Context: an optimization exercise on an open-source flow, tuned for small area, a short achievable clock period and few clock cycles per item. The choices shown serve that exercise and are no tape-out recipe. The RTL was checked by simulation tests, not by an equivalence proof against the original design. No activity file was given, so power comes from the tool's default toggle rates.

==> flow/design.v (outline; a module is shown in full before it is edited, if it fits) <==
// module dot_product_sequential: 12889 lines
module dot_product_sequential #(
    parameter WIDTH = 16,
    parameter N = 8
)(
    input  wire clk,
    input  wire rst_n,
    input  wire input_valid,
    output reg  input_ready,
    input  wire [(WIDTH*N)-1:0] A_vec,
    input  wire [(WIDTH*N)-1:0] B_vec,
    output reg  [(2*WIDTH + $clog2(N)) - 1 : 0] result,
    output reg  output_valid
);
  // ...
==> flow/flow/run.sh <==
#!/bin/bash
# Own layout flow: the standard layout with these changes.
#  Synthesis (the standard flow's script, two changes):
#  1. Yosys's "synth -run fine:" runs with -noabc, so the explicit full-adder tree of the RTL reaches
#     extract_fa intact (abc -fast scrambles its polarity and extract_fa then pads it with inverters).
#  2. extract_fa extracts full adders only (-fa): the RTL's few half adders work on inverted bits,
#     and as ha cells they would need inverters on every pin.
#  Layout: the standard ORFS steps, with
#  - repair_timing asked for a setup margin (SETUP_SLACK_MARGIN), so that it sizes the critical
#    paths for a shorter period than the 15 ns clock (the SDC is the standard flow's, unchanged);
#  - every port still buffered, with a small buffer cell (BUFFER_PORTS_ARGS);
#  - optional power recovery (RECOVER_POWER) after global routing.
set -euo pipefail
MARGIN=${MARGIN:-10.4}
PORTBUF=${PORTBUF:-sky130_fd_sc_hd__buf_1}
RECOVER=${RECOVER:-0}
work=$(pwd)
sed 's/extract_fa {\*}\[dont_use_extract_fa_args\]/extract_fa -fa/' $FLOW_HOME/scripts/synth.tcl > flow_synth_body.tcl
grep -q 'extract_fa -fa$' flow_synth_body.tcl
sed -e 's/-nofsm -noshare/-nofsm -noshare -noabc/' \
    -e "s|source \$::env(SCRIPTS_DIR)/synth.tcl|source $work/flow_synth_body.tcl|" synth_recipe.tcl > flow_synth.tcl
grep -q -- '-noabc' flow_synth.tcl
grep -q flow_synth_body flow_synth.tcl
res=$work/orfs/results/$FLOW_PLATFORM/dot_product_sequential/base
bash standard.sh SYNTH_SCRIPT=$work/flow_synth.tcl $res/1_2_yosys.v > synth.log 2>&1
bash standard.sh SETUP_SLACK_MARGIN=$MARGIN "BUFFER_PORTS_ARGS=-buffer_cell $PORTBUF" \
  RECOVER_POWER=$RECOVER > layout.log 2>&1
==> flow/standard.sh <==
#!/bin/bash
# synth_recipe.tcl (not shown) runs the flow's synth.tcl, then flattens the netlist and writes it again
# the make line also repeats each setting of config.mk as NAME=value (left out here)
make -C /OpenROAD-flow-scripts/flow DESIGN_CONFIG=/design/flow/config.mk WORK_HOME=/design/flow/orfs CLKGATE_MAP_FILE= SYNTH_SCRIPT=/design/flow/synth_recipe.tcl "${@:-finish}"
==> flow/config.mk <==
export PLATFORM = sky130hd
export DESIGN_NAME = dot_product_sequential
export DESIGN_NICKNAME = dot_product_sequential
export VERILOG_FILES = /design/flow/design.v
export SDC_FILE = /design/flow/constraint.sdc
export NUM_CORES = 4
export LEC_CHECK = 0
export CAP_MARGIN = 20
export CORE_MARGIN = 2
export CORE_UTILIZATION = 65
export SLEW_MARGIN = 20
==> flow/constraint.sdc <==
create_clock -name core_clock -period 15.0 [get_ports {clk}]
set_input_delay 3.0000 -clock core_clock [delete_from_list [all_inputs] [get_ports {clk}]]
set_output_delay 3.0000 -clock core_clock [all_outputs]
set_load 0.01 [all_outputs]
==> results.sh, run 1 <==
export IMPL_pg_seq_w=0.00364
export IMPL_period_needed_ns=4.607
export IMPL_dieArea_mm2=0.1059
export IMPL_hold_path_endpoint="s1[1]"
export IMPL_wl_per_cell_um=33.15
export IMPL_criticalPathCategory="flop to flop"
export IMPL_antenna_left=0
export IMPL_cts_hold_buf=0
export IMPL_max_freq_mhz=217.1
export IMPL_tightest_slew_ns=1.207
export IMPL_final_seq_area_mm2=0.01534
export IMPL_critical_path_max_fanout=16
export IMPL_hold_violations=0
export IMPL_clkbuf_count=106
export IMPL_crit_start="b_q[11]"
export IMPL_worstHoldStart="s0[7]"
export IMPL_muxShareOfSynthArea_pct=0
export IMPL_synthArstFlopShare_pct=0.6536
export IMPL_yosysTopAreaCell="fa_1"
export IMPL_regMostFlops="s0"
export IMPL_gr_usage_met2_pct=61.46
export IMPL_synth_xor_xnor_area_share_pct=1.183
export IMPL_grt_max_degree=22
export IMPL_critPathBufInv=0
export IMPL_outcome="finished clean"
export IMPL_synth_most_common_cell="nand2_1"
export IMPL_maxCapViolCount=0
export IMPL_cpPeakStageDelay_ns=0.84
export IMPL_syn_inst=5683
export IMPL_rows=117
export IMPL_yosysSeqAreaShare_pct=22.84
export IMPL_r2r_end="s0[149]"
export IMPL_buffers=402
export IMPL_multi_input_area_mm2=0.04976
export IMPL_route_met2_wl_um=94520
export IMPL_setup_ws_ns=10.39
export IMPL_clock_latency_ns=0.70
Testbench counts, summed over its fixed seeds: cycles 1,624, items 1,600.
==> inputs of run 2 (changes only) <==
--- a/flow/flow/run.sh
+++ b/flow/flow/run.sh
@@ -11,7 +11,7 @@
 #  - every port still buffered, with a small buffer cell (BUFFER_PORTS_ARGS);
 #  - optional power recovery (RECOVER_POWER) after global routing.
 set -euo pipefail
-MARGIN=${MARGIN:-10.4}
+MARGIN=${MARGIN:-10.8}
 PORTBUF=${PORTBUF:-sky130_fd_sc_hd__buf_1}
 RECOVER=${RECOVER:-0}
 work=$(pwd)
==> results.sh, run 2 <==
export IMPL_outcome="finished clean"
export IMPL_powerDensity_mw_per_mm2=274.5
export IMPL_syn_inst=5683
export IMPL_grt_pass1_wl_um=337300
export IMPL_routed_wl_um=235800
export IMPL_drt_pre_antenna_iters=8
export IMPL_grt_ovfl_total=0
export IMPL_synthArstFlopShare_pct=0.6536
export IMPL_dieWidth_um=325.5
export IMPL_critPathLaunchType="flop"
export IMPL_setup_tns_ns=0
export IMPL_synthTopCellsByCount="nand2_1 (2072), fa_1 (1981), dfxtp_1 (760)"
export IMPL_cts_htree_levels=3
export IMPL_cts_tree="yes"
export IMPL_port_buffers=295
export IMPL_finClkSkew_ns=0.04056
export IMPL_first_iter_violations=5990
export IMPL_cts_sinks=765
export IMPL_yosysTopAreaCell="fa_1"
export IMPL_syn_nets=7923
export IMPL_wl_per_cell_um=33.19
export IMPL_grt_antenna_before_repair=9
export IMPL_chipHeight_um=325.5
export IMPL_max_clock_path_buffers=3
export IMPL_leakagePower_nw=25.20
export IMPL_criticalPathCategory="flop to output port"
export IMPL_final_cell_mix="nand2_1 (2072), fa_1 (1978), dfxtp_1 (658)"
export IMPL_fin_crit_sh_pct=27.81
export IMPL_numCtsBuffers=85
export IMPL_grt_usage_pct=45.76
export IMPL_avgSynthCellArea_um2=11.82
export IMPL_antenna_left=0
export IMPL_clockRootBuffer="clkbuf_16"
export IMPL_synth_area_mm2=0.06717
export IMPL_synth_warnings=1
export IMPL_cpPeakStageDelay_ns=0.37
export IMPL_synth_area_top_cells="fa_1 (59%), dfxtp_1 (23%), nand2_1 (12%), clkbuf_1 (2.7%), xnor2_1 (0.59%)"
export IMPL_met3_usage_pct=31.99
export IMPL_drv_slew=0
export IMPL_tightest_slew_ns=1.121
export IMPL_synth_top_area_share_pct=59.04
export IMPL_path_cells="clkbuf_2"
export IMPL_rsz0062_at_grt="true"
export IMPL_stdcell_area_mm2=0.07205
export IMPL_yosysSeqAreaShare_pct=22.84
export IMPL_vdd_ir_drop_max_v=0.0004757
export IMPL_ys_types=60
export IMPL_rows=117
export IMPL_period_needed_ns=4.172
export IMPL_syn2layout_area_growth_pct=7.266
export IMPL_start_util_pct=65.74
export IMPL_ff2ff_setup_slack_ns=10.84
export IMPL_grt_max_degree=22
export IMPL_hp_class="flop to flop"
export IMPL_relSlewSlack_pct=25.18
export IMPL_critical_path_max_fanout=2
export IMPL_dpl_cell_area_mm2=0.06892
export IMPL_busiest_layer="met2"
export IMPL_drive_gt1_share_pct=6.869
export IMPL_largest_reg_flops=401
export IMPL_max_freq_mhz=239.7
export IMPL_vias=45250
export IMPL_cp_arrival_ns=1.17
export IMPL_regMostFlops="s0"
export IMPL_io_pins=296
export IMPL_grt_pass1_vias=47820
export IMPL_avgViaCountPerCell=6.369
export IMPL_maxCapViolCount=0
export IMPL_core_mm2=0.1022
export IMPL_critPathBufInv=1
export IMPL_dpl_hpwl_um=197600
export IMPL_clock_latency_ns=0.70
export IMPL_hold_violations=0
export IMPL_clkSlewWorstSetupHoldPaths_ns=0.06
export IMPL_reg_top3="s0: 401 flops, a_q: 128 flops, b_q: 128 flops"
export IMPL_nFillCells=7441
export IMPL_dieArea_mm2=0.1059
export IMPL_place_gp_congestion=1.035
export IMPL_synth_edf_count=0
export IMPL_synth_most_common_cell="nand2_1"
export IMPL_final_common_cell="nand2_1"
export IMPL_required_ns=12.00
export IMPL_crit_slowest_cell="dfrtp_1"
export IMPL_critPathCaptureType="output port"
export IMPL_cpLargestDelayFamily="flip-flops"
export IMPL_post_route_drc_count=0
export IMPL_cts_hold_buf=0
export IMPL_gr_usage_met2_pct=61.61
export IMPL_setup_violations=0
export IMPL_nNetsFinal=7913
export IMPL_ys_seq_elements=765
export IMPL_met1_usage_pct=61.01
export IMPL_synthFlopType="dfxtp_1"
run 2: routing by layer:
layer	up-vias	part of all wire, %
li1	16860	-
met1	23900	36
met2	3960	40
met3	504	22
met4	24	2.4
met5	-	0.34
run 2: through the flow:
step	utilization [%]	power, W	worst slack (ns)	hold slack (ns)	std cells
final	70.52	0.01978	10.83	0.3438	7105
after global routing	70.51	0.02089	10.78	0.3438	7104
after CTS	70.46	0.01907	10.79	0.3442	7104
after detailed placement	67.45	0.01682	10.57	0.3347	6954
after global placement	67.45	0.01633	10.57	0.3110	6954
after floorplan	-	0.01105	10.98	0.3096	5683
run 2: final timing paths:
path,startpoint,endpoint,cells past startpoint
max,input_ready,input_ready,1
min,s0[7],s1[1],0
max reg2reg,b_q[117],s0[240],6
min reg2reg,s0[7],s1[1],0
max in group asynchronous,rst_n,input_ready,1
min in group asynchronous,rst_n,vpipe[0],1
run 2: final cells by class:
class | instances | area, µm² | area share (%)
clock buffers | 106 | 2377 | 3.299
diodes | 1 | 2.502 | 0.003473
repair buffers | 402 | 1927 | 2.674
flip-flops and latches | 765 | 15500 | 21.51
well taps | 1368 | 1712 | 2.375
clock inverters | 44 | 566.8 | 0.7866
multi-input cells | 4367 | 49770 | 69.08
inverters | 52 | 195.2 | 0.2709
run 2: cell families after synthesis:
group | Yosys count | share of synthesized area [%]
AOI/OAI and AO/OA | 98 | 1.052
xor gates and xnor gates | 89 | 1.183
adders and majority gates | 2001 | 59.35
buffers and inverters | 551 | 3.081
DFF | 765 | 22.84
other | 1 | 0.005583
and+or+nand+nor | 2178 | 12.50
run 2: timing repair:
item                                    CTS  global route
setup buffers                             0             0
gates resized for setup                 101            30
gates cloned                              0             0
endpoints found under the setup margin  138            41
run 2: worst register-to-register path, delay by kind of cell, from the launching register on:
kind                     cells  cell delay, ns
adder cells (fa/ha/maj)      5            2.84
AND/OR/NAND/NOR              1            0.20
flip-flops                   1            1.02
run 2: power by group:
| part | switching [W] | total [W] | internal, W |
|---|---|---|---|
| clock network | 0.000940 | 0.00221 | 0.00127 |
| registers | 0.000619 | 0.00365 | 0.00303 |
| logic | 0.00806 | 0.0139 | 0.00586 |

==> re-timing with driven ports <==
The flow's constraints put no driver on any port. The routed layouts listed below were extracted and timed again, unchanged, in two steps.
Step 1 assumes that a clkbuf_16 drives the clock port and a buf_2 every other input.
Step 2 times the ports against the registers' clock, not the clock port: input delays grow and output delays shrink by t, the midpoint of the rising clock arrivals with the driver on.
Three values: ideal ports, drivers, drivers and shift; two values: the first two.
run	t (ns)	slack for setup (ns)	worst data-port slew with drivers (ns)
run 1	0.754	10.393 / 10.393 / 10.393	0.08
run 2	0.756	10.828 / 10.755 / 10.836	0.08
After both steps setup and hold are still met in every run listed.
